This is an optimization exercise on Yosys and OpenROAD, whose aim is small area, a short achievable clock period and few clock cycles per item, not a production implementation. The RTL was checked by simulation tests, not by an equivalence proof against the original design.

==> flow/design.v (outline; a module is shown in full before it is edited, if it fits) <==
// module CNN: 5289 lines
module CNN(
    input                       clk,
    input                       rst_n,
    input                       in_valid,
    input      signed [15:0]    in_data,
    input                       opt,
    output reg                  out_valid,
    output reg signed [15:0]    out_data
);
  // ...
==> flow/flow/run.sh <==
#!/bin/bash
# The standard layout (standard.sh) with one change to synthesis: Yosys's
# synth runs with -noabc, so the generic ABC pass before full-adder
# extraction does not restructure the hand-written carry-save trees (the
# registers and all other passes are unchanged).  make's output is in
# standard.log; each tool's own log is under orfs/logs.
set -euo pipefail
export SYNTH_ARGS=-noabc
bash standard.sh > standard.log 2>&1
==> flow/standard.sh <==
#!/bin/bash
# synth_recipe.tcl (not shown) runs the flow's synth.tcl, then flattens the netlist and writes it again
# the make line also repeats each setting of config.mk as NAME=value (left out here)
make -C /OpenROAD-flow-scripts/flow DESIGN_CONFIG=/design/flow/config.mk WORK_HOME=/design/flow/orfs CLKGATE_MAP_FILE= SYNTH_SCRIPT=/design/flow/synth_recipe.tcl "${@:-finish}"
==> flow/config.mk <==
export PLATFORM = sky130hd
export DESIGN_NAME = CNN
export DESIGN_NICKNAME = CNN
export VERILOG_FILES = /design/flow/design.v
export SDC_FILE = /design/flow/constraint.sdc
export NUM_CORES = 4
export LEC_CHECK = 0
export ABC_CLOCK_PERIOD_IN_PS = 4500
export CAP_MARGIN = 20
export CORE_MARGIN = 2
export CORE_UTILIZATION = 40
export SLEW_MARGIN = 20
==> flow/constraint.sdc <==
create_clock -name core_clock -period 18.0 [get_ports {clk}]
set_input_delay 3.6000 -clock core_clock [delete_from_list [all_inputs] [get_ports {clk}]]
set_output_delay 3.6000 -clock core_clock [all_outputs]
set_load 0.01 [all_outputs]
==> impl_results.md, run 1 <==
- Hold crit path type: register to register
- Data arrival time of the critical path: 1.65 ns
- Max FFs per register: 576
- Clk cell area share: approximately 6.2%
- Number of gates resized after cts: 0
- Via total after detailed routing: about 30000
- Total global routing track utilization: 22.08%
- CTS sink cnt: 974
- Worst path bufs/invs: 1
- Final worst clock skew: 0.08829 ns
- Yosys warnings: 5
- Achievable Freq: about 190 MHz
- Total routed wirelength: between 100000 and 150000 um
- Gp weighted congestion: 0.9141
- Ant diodes: 2
- Setup repair after global routing missed its margin: no
- Outcome: finished clean
- Number of buffers outside the clock class in the layout: 77
- Met3 Track Usage GR: 3.754%
- Quantity of hold-fixing buffers added after cts: 0
- Detailed router's first-iteration violation count: 3237
- Longest Clk Path Bufs: 3
- Multi-input combinational cell count: 2461
- Post-DP HPWL: 112400 um
- Area of the core region: 125900 sq um
- Fraction of area in multi-input gates: between 40% and 50%
- Min-Delay Endpoint: ring[13][8]
- Post-Synth Simple-Gate Area: ~2.1%
- Most frequent cell after synthesis: dfxtp_1
- Synthesized Nets: 4438
- Post-synthesis instance total: 3768
- Sequential fraction of total cell area: between 40% and 50%
- Reg with most FFs: ring
- Post-Route Setup TNS: 0 ns
- Setup slack, reg-to-reg: 12.96 ns
- Routed wire per std cell: between 20 and 30 um
- Count of state elements after synthesis: 974
- Die Ht: between 300 and 400 um
- Placement Cell Area: 52400 sq um
- Cell group occupying the most layout area: multi-input combinational cells
- Worst-skew pair later-pin latency: 0.74 ns
- Post-Route Utilization: 44.36%
Testbench counts, summed over its fixed seeds: cycles 66,240, items 960.
==> run 2, diff against run 1 <==
--- a/flow/design.v
+++ b/flow/design.v
@@ -5,17 +5,17 @@
     input      signed [15:0]    in_data,
     input                       opt,
     output reg                  out_valid,
     output reg signed [15:0]    out_data
 );
 reg [15:0] ring [0:35];
 reg [6:0]  cnt;              
 reg        opt_r;
-reg signed [15:0] m1, m2, m3;
+reg signed [15:0] m0, m1, m2, m3;
 integer i;
 reg [7:0]  k_one [0:8];
 reg [7:0]  k_two [0:8];
 reg [7:0]  k_neg [0:8];
 reg [15:0] cs0_0, cs0_1;
 reg [1:0] cs0_x;
 reg [15:0] cs1_0, cs1_1;
 reg [1:0] cs1_x;
@@ -5241,49 +5241,46 @@
     cs2_0 <= {r2_x1307, r2_c1258, r2_c1256, r2_c1254, r2_c1252, r2_c1250, r2_c1248, r2_c1246, r2_c1244, r2_c1242, r2_c1240, r2_c1238, r2_c1236, r2_c1234, r2_c1232, r2_s1231};
     cs2_1 <= {r2_c1260, r2_s1259, r2_s1257, r2_s1255, r2_s1253, r2_s1251, r2_s1249, r2_s1247, r2_s1245, r2_s1243, r2_s1241, r2_s1239, r2_s1237, r2_s1235, r2_s1233, r2_s1143};
     cs2_x <= {r2_c1200, r2_c1230};
 end
 wire        px = ^cs2_x;
 wire [17:0] t1 = {2'b0, cs2_0} + {2'b0, cs2_1} + (px ? 18'h10000 : 18'h08000);
 wire signed [15:0] conv = t1[15:0] ^ 16'h8000;
 reg  [1:0] blk;
-reg        upd, first, last, ld1, ld2;
+reg        upd, first, last, ld0, ld1, ld2;
 always @(posedge clk) begin
     blk <= 2'd0; upd <= 1'b0;
     case (cnt + 7'd1)
         7'd46, 7'd47, 7'd52, 7'd53: begin blk <= 2'd0; upd <= 1'b1; end
         7'd48, 7'd49, 7'd54, 7'd55: begin blk <= 2'd1; upd <= 1'b1; end
         7'd58, 7'd59, 7'd64, 7'd65: begin blk <= 2'd2; upd <= 1'b1; end
         7'd60, 7'd61, 7'd66, 7'd67: begin blk <= 2'd3; upd <= 1'b1; end
         default: ;
     endcase
     first <= (cnt == 7'd45) || (cnt == 7'd47) || (cnt == 7'd57) || (cnt == 7'd59);
     last  <= (cnt == 7'd66);
+    ld0   <= (cnt == 7'd63);
     ld1   <= (cnt == 7'd64);
     ld2   <= (cnt == 7'd65);
 end
 reg signed [15:0] mb;
 always @(*) begin
     case (blk)
-        2'd0: mb = out_data;
+        2'd0: mb = m0;
         2'd1: mb = m1;
         2'd2: mb = m2;
         default: mb = m3;
     endcase
 end
 wire signed [15:0] acur = first ? {opt_r, 15'd0} : mb;
 wire [17:0] t2 = {2'b0, cs2_0} + {2'b0, cs2_1} + (px ? 18'h10000 : 18'h08000)
                + {2'b0, ~(acur ^ 16'h8000)};
 wire               gt   = t1[16] ^ t2[16];
 wire signed [15:0] mx   = gt ? conv : acur;
 always @(posedge clk) begin
+    if (upd && blk == 2'd0) m0 <= mx;
     if (upd && blk == 2'd1) m1 <= mx;
     if (upd && blk == 2'd2) m2 <= mx;
     if (upd && blk == 2'd3) m3 <= mx;
-    if ((upd && blk == 2'd0) || last)
-        out_data <= mx;
-    else if (ld1)
-        out_data <= m1;
-    else if (ld2)
-        out_data <= m2;
+    out_data <= ld0 ? m0 : ld1 ? m1 : ld2 ? m2 : mx;
 end
 endmodule
==> flow/flow/run.sh (replaced) <==
#!/bin/bash
set -euo pipefail
export SYNTH_ARGS=-noabc
export SETUP_SLACK_MARGIN=13.5
bash standard.sh > standard.log 2>&1
--- a/flow/config.mk
+++ b/flow/config.mk
@@ -4,9 +4,11 @@
 export VERILOG_FILES = /design/flow/design.v
 export SDC_FILE = /design/flow/constraint.sdc
 export NUM_CORES = 4
 export LEC_CHECK = 0
 export ABC_CLOCK_PERIOD_IN_PS = 4500
 export CAP_MARGIN = 20
 export CORE_MARGIN = 2
 export CORE_UTILIZATION = 40
+export CTS_CLUSTER_DIAMETER = 150
+export CTS_CLUSTER_SIZE = 20
 export SLEW_MARGIN = 20
==> impl_results.md, run 2 <==
- Outcome: finished clean
- Worst setup path category: register to primary output
- Number of buffers created by CTS: 56
- Count of state elements after synthesis: 990 (+1.6%)
- Area of the core region: 127400 sq um (+1.2%)
- Gp weighted congestion: 0.9243 (+1.1%)
- Final number of hold-violating endpoints: 0
- Required time at the worst-slack endpoint: 14.40 ns
- Clock tree root driver cell: clkbuf_16
- X dimension of the die: 361.8 um
- Startpoint of the worst-slack reg-to-reg timing path: k_neg[6][4]
- Area used by sequential logic in the layout: 22710 sq um
- Initial Util: between 40% and 50%
- Largest stage delay on the critical path: 0.37 ns
- Detailed router's first-iteration violation count: 2955 (-8.7%)
- Share of flip-flops with an asynchronous set or reset: less than 1%
- Antenna violations before repair: 11
- Commonest cells after routing, fill and taps aside: 667 x dfxtp_1, 642 x xor2_1, 553 x a22o_1
- Most frequently used flop master after synthesis: dfxtp_1
- Setup repair after global routing missed its margin: yes
- Total congestion overflow after global routing: 0
- Num rows: 131
- Total global routing track utilization: 21.61% (-0.46 points)
- Number of top-level design ports: 37
- Hold crit path type: register to register
- Achievable Freq: 208.1 MHz (+9.2%)
- Max FFs per register: 576 (unchanged)
- Most frequent cells after synthesis: 701 x dfxtp_1, 643 x xor2_1, 553 x a22o_1, 544 x fa_1, 281 x edfxtp_1
- Quantity of hold-fixing buffers added after cts: 0 (unchanged)
- Synth Area in Compound Gates: 13.12%
- Most frequent standard cell in the layout excluding fill and tap cells: dfxtp_1
- Sort of element at the end of the critical path: primary output
- Synthesized-area fraction occupied by adder cells: about a quarter
- Longest Clk Path Bufs: 3 (unchanged)
- Final setup violating endpoints: 0
- EDFF count, synth: 281
- Via total after detailed routing: 29900 (+0.57%)
- First-pass GRT wire length: 206900 um
- Mean number of vias per cell: 5.481
- Placement Cell Area: 52680 sq um (+0.53%)
- Post-Route Setup TNS: 0 ns (unchanged)
- Yosys warnings: 5 (unchanged)
- Final max-slew violation count: 0
- Slowest cell on the critical path: dfrtp_1
- Depth of the worst register-to-register path: 9
- Count of distinct cell types in the synthesized netlist: 60
- Transition time of the tightest slew-check pin: 0.9744 ns
- Post-Route Utilization: 43.70% (-0.66 points)
- Main combinational cell family by area after synthesis: adder cells
- Terminus of the critical flop-to-flop path: cs2_1[14]
- Worst path bufs/invs: 1 (unchanged)
- Avg Inst Size Synth: 13.43 sq um
- Detailed-router iteration count before antenna repair: 5
- Largest driver fanout on the critical path: 1
- Post-route standard cell area excluding fillers: between 50000 and 60000 sq um
- Layout area overhead: 8.652%
- Startpoint of the most critical setup path: out_valid
- Net total in the final layout: 4434
- Top cells by area in the synthesized netlist: dfxtp_1 27%, fa_1 21%, edfxtp_1 16%
- Area enclosed by the die boundary: 130900 sq um
- Critical path startpoint category: register
- Maximum number of pins on one net before global-route repair: 36
- Post-DP HPWL: 111300 um (-0.95%)
- FILL cells: 11568
- Fraction of final layout cells sized beyond drive strength 1: 9.256%
- Number of global-route vias before repair: 30250
- Synthesized cell area: roughly 51000 sq um
- Clock-pin slew on the worst setup and hold paths: 0.09 ns
- Area of the multi-input gates: 27390 sq um
- Die Ht: 361.8 um (+0.38%)
- Slew HR: 35.04%
- Remaining DRCs: 0
- Fraction of the yosys area taken by sequential cells: 44.26%
- Worst hold path stage count: 0
- Synthesized Nets: 4485 (+1.1%)
- CTS sink cnt: 990 (+1.6%)
- Number of nets with antenna violations after detailed routing: 0
- Max-capacitance violation count: 0
- Total routed wirelength: 142200 um (-0.70%)
- Final worst clock skew: 0.07612 ns (-0.01217 ns)
- Maximum level of the CTS H-tree: 2
- Crit-path leading delay family: flip-flops
- Post-Synth Simple-Gate Area: 2.203% (+0.12 points)
- Final critical-path required period: 4.805 ns
- Most frequent cell after synthesis: dfxtp_1
- Data arrival time of the critical path: 1.21 ns (-0.44 ns)
- Min-Delay Endpoint: ring[21][4]
- CTS tree: built
- Yosys top cell by area: dfxtp_1
- Port Buffers: 36
- Cells along the critical path: buf_2
- Start point of the worst hold path: ring[20][4]
- Routed wire per std cell: 26.07 um (-2.1%)
- Final-layout worst hold slack: about 0.3 ns
- Post-synthesis instance total: 3815 (+1.2%)
- Multiplexer share of the synthesized area: 0.6351%
- Share of the clock period used by the worst path: 26.70%
- Share of the synthesized area in the top cell type: 27.40%
- Worst-skew pair later-pin latency: 0.71 ns (-0.03 ns)
- Xor and xnor area share after synthesis: 13.31%
- Setup slack, reg-to-reg: 13.56 ns (+0.60 ns)
- Reg with most FFs: ring
==> run 2: timing repair <==
action                     4_1_cts  5_1_grt
setup endpoints to repair      203      166
gates resized for setup        106       56
pin swaps                        3       15
cloned                           0        0
setup buffers                   69       58
==> run 2: cells by family (layout without fill, tap and decap cells) <==
kind of cell,after synthesis,count (layout)
AOI/OAI and AO/OA,822,822
xor gates and xnor gates,775,775
adders and majority gates,650,650
buffers and inverters,331,308
DFF,990,990
muxes,28,28
other,0,1
and+or+nand+nor,219,219
==> run 2: how the worst max path moves through the flow <==
stage / to / slack [ns] / depth (start not counted)
6_report: out_valid / 13.19 / 1
4_1_cts: out_valid / 13.15 / 1
3_3_place_gp: k_two[0][1] / 12.67 / 3
2_1_floorplan: cs2_1[14] / 13.56 / 11
5_1_grt: out_valid / 13.15 / 1
3_5_place_dp: k_two[0][1] / 12.58 / 3
==> run 2: cell type report <==
class                           count  area share (%)
Tap cell                         1662           3.737
Timing Repair Buffer              196           3.170
Clock buffer                       81           2.725
Sequential cell                   990           40.81
Clock inverter                      5          0.1551
Multi-Input combinational cell   2494           49.22
Inverter                           26          0.1754
Antenna cell                        1        0.004496
==> run 2: stage by stage <==
step,cells,worst slack [ns]
3_3_place_gp,5241,12.67
3_5_place_dp,5241,12.58
2_1_floorplan,3815,13.56
4_1_cts,5396,13.15
5_1_grt,5455,13.15
6_report,5455,13.19
==> run 2: per-layer routing <==
layer	part of all wire [%]	vias to the layer above	track usage [%]
met3	6.4	258	3.129
met4	4.5	8	8.881
li1	-	13158	-
met2	48	1118	35.96
met1	41	15358	28.33
met5	0.038	-	0
Testbench counts of run 2, summed over its fixed seeds: cycles 66,240, items 960.
==> run 3, diff against run 2 <==
==> flow/run.sh (new file) <==
#!/bin/bash
# synth_recipe.tcl (not shown) runs the flow's synth.tcl, then flattens the netlist and writes it again
# the make line also repeats each setting of config.mk as NAME=value (left out here)
make -C /OpenROAD-flow-scripts/flow DESIGN_CONFIG=/design/flow/config.mk WORK_HOME=/design/flow/orfs CLKGATE_MAP_FILE= SYNTH_SCRIPT=/design/flow/synth_recipe.tcl finish
removed: flow/flow/run.sh
removed: flow/standard.sh
==> impl_results.md, run 3 <==
- EDFF count, synth: 281 (unchanged)
- Remaining DRCs: 0 (unchanged)
- Via total after detailed routing: 34771 (+16%)
- Transition time of the tightest slew-check pin: 1.114 ns (+0.1401 ns)
- Setup slack, reg-to-reg: 12.79 ns (-0.77 ns)
- Fraction of the yosys area taken by sequential cells: 41.47% (-2.8 points)
- Most frequent cells after synthesis: 701 x dfxtp_1, 618 x inv_1, 544 x fa_1, 472 x xor2_1, 281 x edfxtp_1
- Placement Cell Area: 56170 sq um (+6.6%)
- Reg with most FFs: ring
- Initial Util: 40.31% (+0.086 points)
- Die Ht: 373.7 um (+3.3%)
- Setup repair after global routing missed its margin: no
- Mean number of vias per cell: 5.545 (+1.2%)
- Synthesized-area fraction occupied by adder cells: 22.26% (-1.6 points)
- Share of flip-flops with an asynchronous set or reset: 0.8081% (unchanged)
- Post-route standard cell area excluding fillers: 57770 sq um (+3.8%)
- Clock-pin slew on the worst setup and hold paths: 0.08 ns (about the same)
- Critical path startpoint category: register
- Worst setup path category: register to register
- Cells along the critical path: ha_1 -> ha_1 -> fa_1 -> a21o_1 -> a221oi_2 -> nor3_1 -> a211oi_1 -> xor2_1 -> inv_1 -> ha_1 -> a211o_1 -> a31oi_1 -> o21bai_1 -> a21o_1 -> a211oi_4 -> nor2_1 -> a21oi_1
- Largest driver fanout on the critical path: 15 (+14)
- Synth Area in Compound Gates: 14.71% (+1.6 points)
- Avg Inst Size Synth: 11.66 sq um (-13%)
- Final max-slew violation count: 0 (unchanged)
- CTS sink cnt: 990 (unchanged)
- Largest stage delay on the critical path: 0.80 ns (+0.43 ns)
- Quantity of hold-fixing buffers added after cts: 0 (unchanged)
- CP most frequent cell: ha_1
- Final-layout worst hold slack: 0.2998 ns (+0.0001340 ns)
- CTS tree: built
- Post-Route Utilization: 42.59% (-1.1 points)
- Count of distinct cell types in the synthesized netlist: 69 (+15%)
- Number of nets with antenna violations after detailed routing: 0 (unchanged)
- Num rows: 135 (+3.1%)
- X dimension of the die: 373.7 um (+3.3%)
- Yosys warnings: 5 (unchanged)
- Final number of hold-violating endpoints: 0 (unchanged)
- Top cells by area in the synthesized netlist: dfxtp_1 26%, fa_1 20%, edfxtp_1 15%
- Detailed router's first-iteration violation count: 3457 (+17%)
- Xor and xnor area share after synthesis: 9.800% (-3.5 points)
- Post-DP HPWL: 118300 um (+6.2%)
- Slowest cell on the critical path: a211oi_4
- Worst-skew pair later-pin latency: 0.73 ns (+0.02 ns)
- Post-CTS setup buffer count: 0 (-100%)
- Data arrival time of the critical path: 5.68 ns (+4.47 ns)
- Maximum level of the CTS H-tree: 2 (unchanged)
- Multiplexer share of the synthesized area: 1.172% (+0.54 points)
- Port Buffers: 36 (unchanged)
- Maximum number of pins on one net before global-route repair: 34 (-5.6%)
- Post-Synth Simple-Gate Area: 3.630% (+1.4 points)
- Outcome: finished clean
- Fraction of final layout cells sized beyond drive strength 1: 5.239% (-4.0 points)
- Number of buffers created by CTS: 55 (-1.8%)
- Required time at the worst-slack endpoint: 18.47 ns (+4.07 ns)
- Count of state elements after synthesis: 990 (unchanged)
- Number of top-level design ports: 37 (unchanged)
- Most frequent standard cell in the layout excluding fill and tap cells: dfxtp_1
- Main combinational cell family by area after synthesis: adder cells
- Yosys top cell by area: dfxtp_1
- Area of the core region: 135600 sq um (+6.5%)
- Max FFs per register: 576 (unchanged)
- Most frequently used flop master after synthesis: dfxtp_1
- Share of the clock period used by the worst path: 28.94% (+2.2 points)
- Routed wire per std cell: 24.65 um (-5.5%)
- Total congestion overflow after global routing: 0 (unchanged)
- Slew HR: 25.70% (-9.3 points)
- Final critical-path required period: 5.209 ns (+0.4036 ns)
- Achievable Freq: 192.0 MHz (-7.7%)
- Max-capacitance violation count: 0 (unchanged)
- Commonest cells after routing, fill and taps aside: 700 x dfxtp_1, 618 x inv_1, 544 x fa_1
- Final setup violating endpoints: 0 (unchanged)
- Post-synthesis instance total: 4689 (+23%)
- Number of gates resized after cts: 0 (-100%)
- Gp weighted congestion: 0.9563 (+3.5%)
- Share of the synthesized area in the top cell type: 25.67% (-1.7 points)
- Most frequent cell after synthesis: dfxtp_1
- Sort of element at the end of the critical path: register
- Antenna violations before repair: 8 (-3)
- Net total in the final layout: 5124 (+16%)
- Longest Clk Path Bufs: 3 (unchanged)
- Hold crit path type: register to register
- First-pass GRT wire length: 226600 um (+9.5%)
- Post-Route Setup TNS: 0 ns (unchanged)
- Synthesized cell area: 54670 sq um (+6.7%)
- Total global routing track utilization: 21.87% (+0.26 points)
- Final worst clock skew: 0.06073 ns (-0.01539 ns)
- Synthesized Nets: 5355 (+19%)
- Detailed-router iteration count before antenna repair: 6 (+1)
- Number of global-route vias before repair: 33735 (+12%)
- Clock tree root driver cell: clkbuf_16
- Total routed wirelength: 154600 um (+8.7%)
- Area enclosed by the die boundary: 139600 sq um (+6.7%)
- Layout area overhead: 5.674%
==> run 3: cell types whose count changed in the layout (fill, tap and decap cells not counted), moves of 93 or more <==
cell     previous run  this run
a22oi_1            67       250
inv_1              26       618
buf_4             138        45
xor2_1            642       472
nand2_1            45       186
a22o_1            553       211
==> run 3: cell families (layout without fill, tap and decap cells) <==
| group | Yosys count | after routing |
|---|---|---|
| AO/OA/AOI/OAI | 977 | 977 |
| other | 0 | 4 |
| flip-flops | 990 | 990 |
| multiplexers | 42 | 42 |
| buffers and inverters | 995 | 792 |
| adder cells (fa/ha/maj) | 646 | 646 |
| AND/OR/NAND/NOR | 443 | 443 |
| XOR/XNOR | 596 | 596 |
==> run 3: final cells by class <==
| cell class | count | area (sq um) |
|---|---|---|
| Clock inverter | 4 | 98.84 |
| Multi-Input combinational cell | 2704 | 28230 |
| Tap cell | 1781 | 2228 |
| Fill cell | 12640 | 77870 |
| Timing Repair Buffer | 81 | 698.2 |
| Sequential cell | 990 | 22670 |
| Clock buffer | 81 | 1484 |
| Inverter | 626 | 2350 |
| Antenna cell | 4 | 10.01 |
==> run 3: stage by stage <==
step | cells | setup slack, ns
floorplan | 4689 | 13.11
global placement | 6182 | 12.44
CTS | 6267 | 12.73
finish | 6271 | 12.79
detailed placement | 6182 | 12.38
global route | 6267 | 12.37
==> run 3: routing by layer <==
metal,wire [um],vias up,GRT usage (%)
met1,66570,17712,30.95
li1,-,15376,-
met4,4507,6,6.096
met2,69800,1465,34.20
met5,41,-,0
met3,13650,212,4.133
==> run 3: worst max-delay path, delay by kind of cell, from the launching register on <==
| family | cells | cell delay, ns |
|---|---|---|
| DFF | 1 | 0.31 |
| AOI/OAI and AO/OA | 9 | 2.71 |
| adders and majority gates | 4 | 1.32 |
| buffers and inverters | 1 | 0.08 |
| and+or+nand+nor | 2 | 0.28 |
| xor gates and xnor gates | 1 | 0.32 |
==> run 3: path summary, 6_finish.rpt <==
path,startpoint,endpoint,cells past startpoint
max in group asynchronous,rst_n,out_valid,1
worst min register to register,ring[18][11],ring[19][11],0
worst max register to register,cs2_0[1],m1[13],17
worst max-delay path,cs2_0[1],m1[13],17
min in group asynchronous,rst_n,cnt[2],1
worst min-delay path,ring[18][11],ring[19][11],0

afterwards: timing with drivers on the ports:
No port has a modelled driver above. Below, the same layouts with a new extraction and two added sets of constraints.
Step 1: set_driving_cell puts a clkbuf_16 on clk and a buf_2 on each other input, an assumption about the parent block.
Step 2 times the ports against the registers' clock, not the clock port: input delays grow and output delays shrink by t, the midpoint of the rising clock arrivals with the driver on.
a / b / c = no drivers / after step 1 / after step 2; a / b = the first two.
| run | shift t [ns] | setup slack, ns | cell pins on the clock port's net |
|---|---|---|---|
| run 1 | 0.765 | 12.755 / 12.679 / 12.426 | 1 |
| run 2 | 0.763 | 13.195 / 13.105 / 12.818 | 1 |
| run 3 | 0.770 | 12.791 / 12.720 / 12.339 | 1 |
After both steps setup and hold are still met in every run listed. For run 3, which loses most, drivers alone change the setup slack by -0.071 ns; drivers and shift together by -0.452 ns.
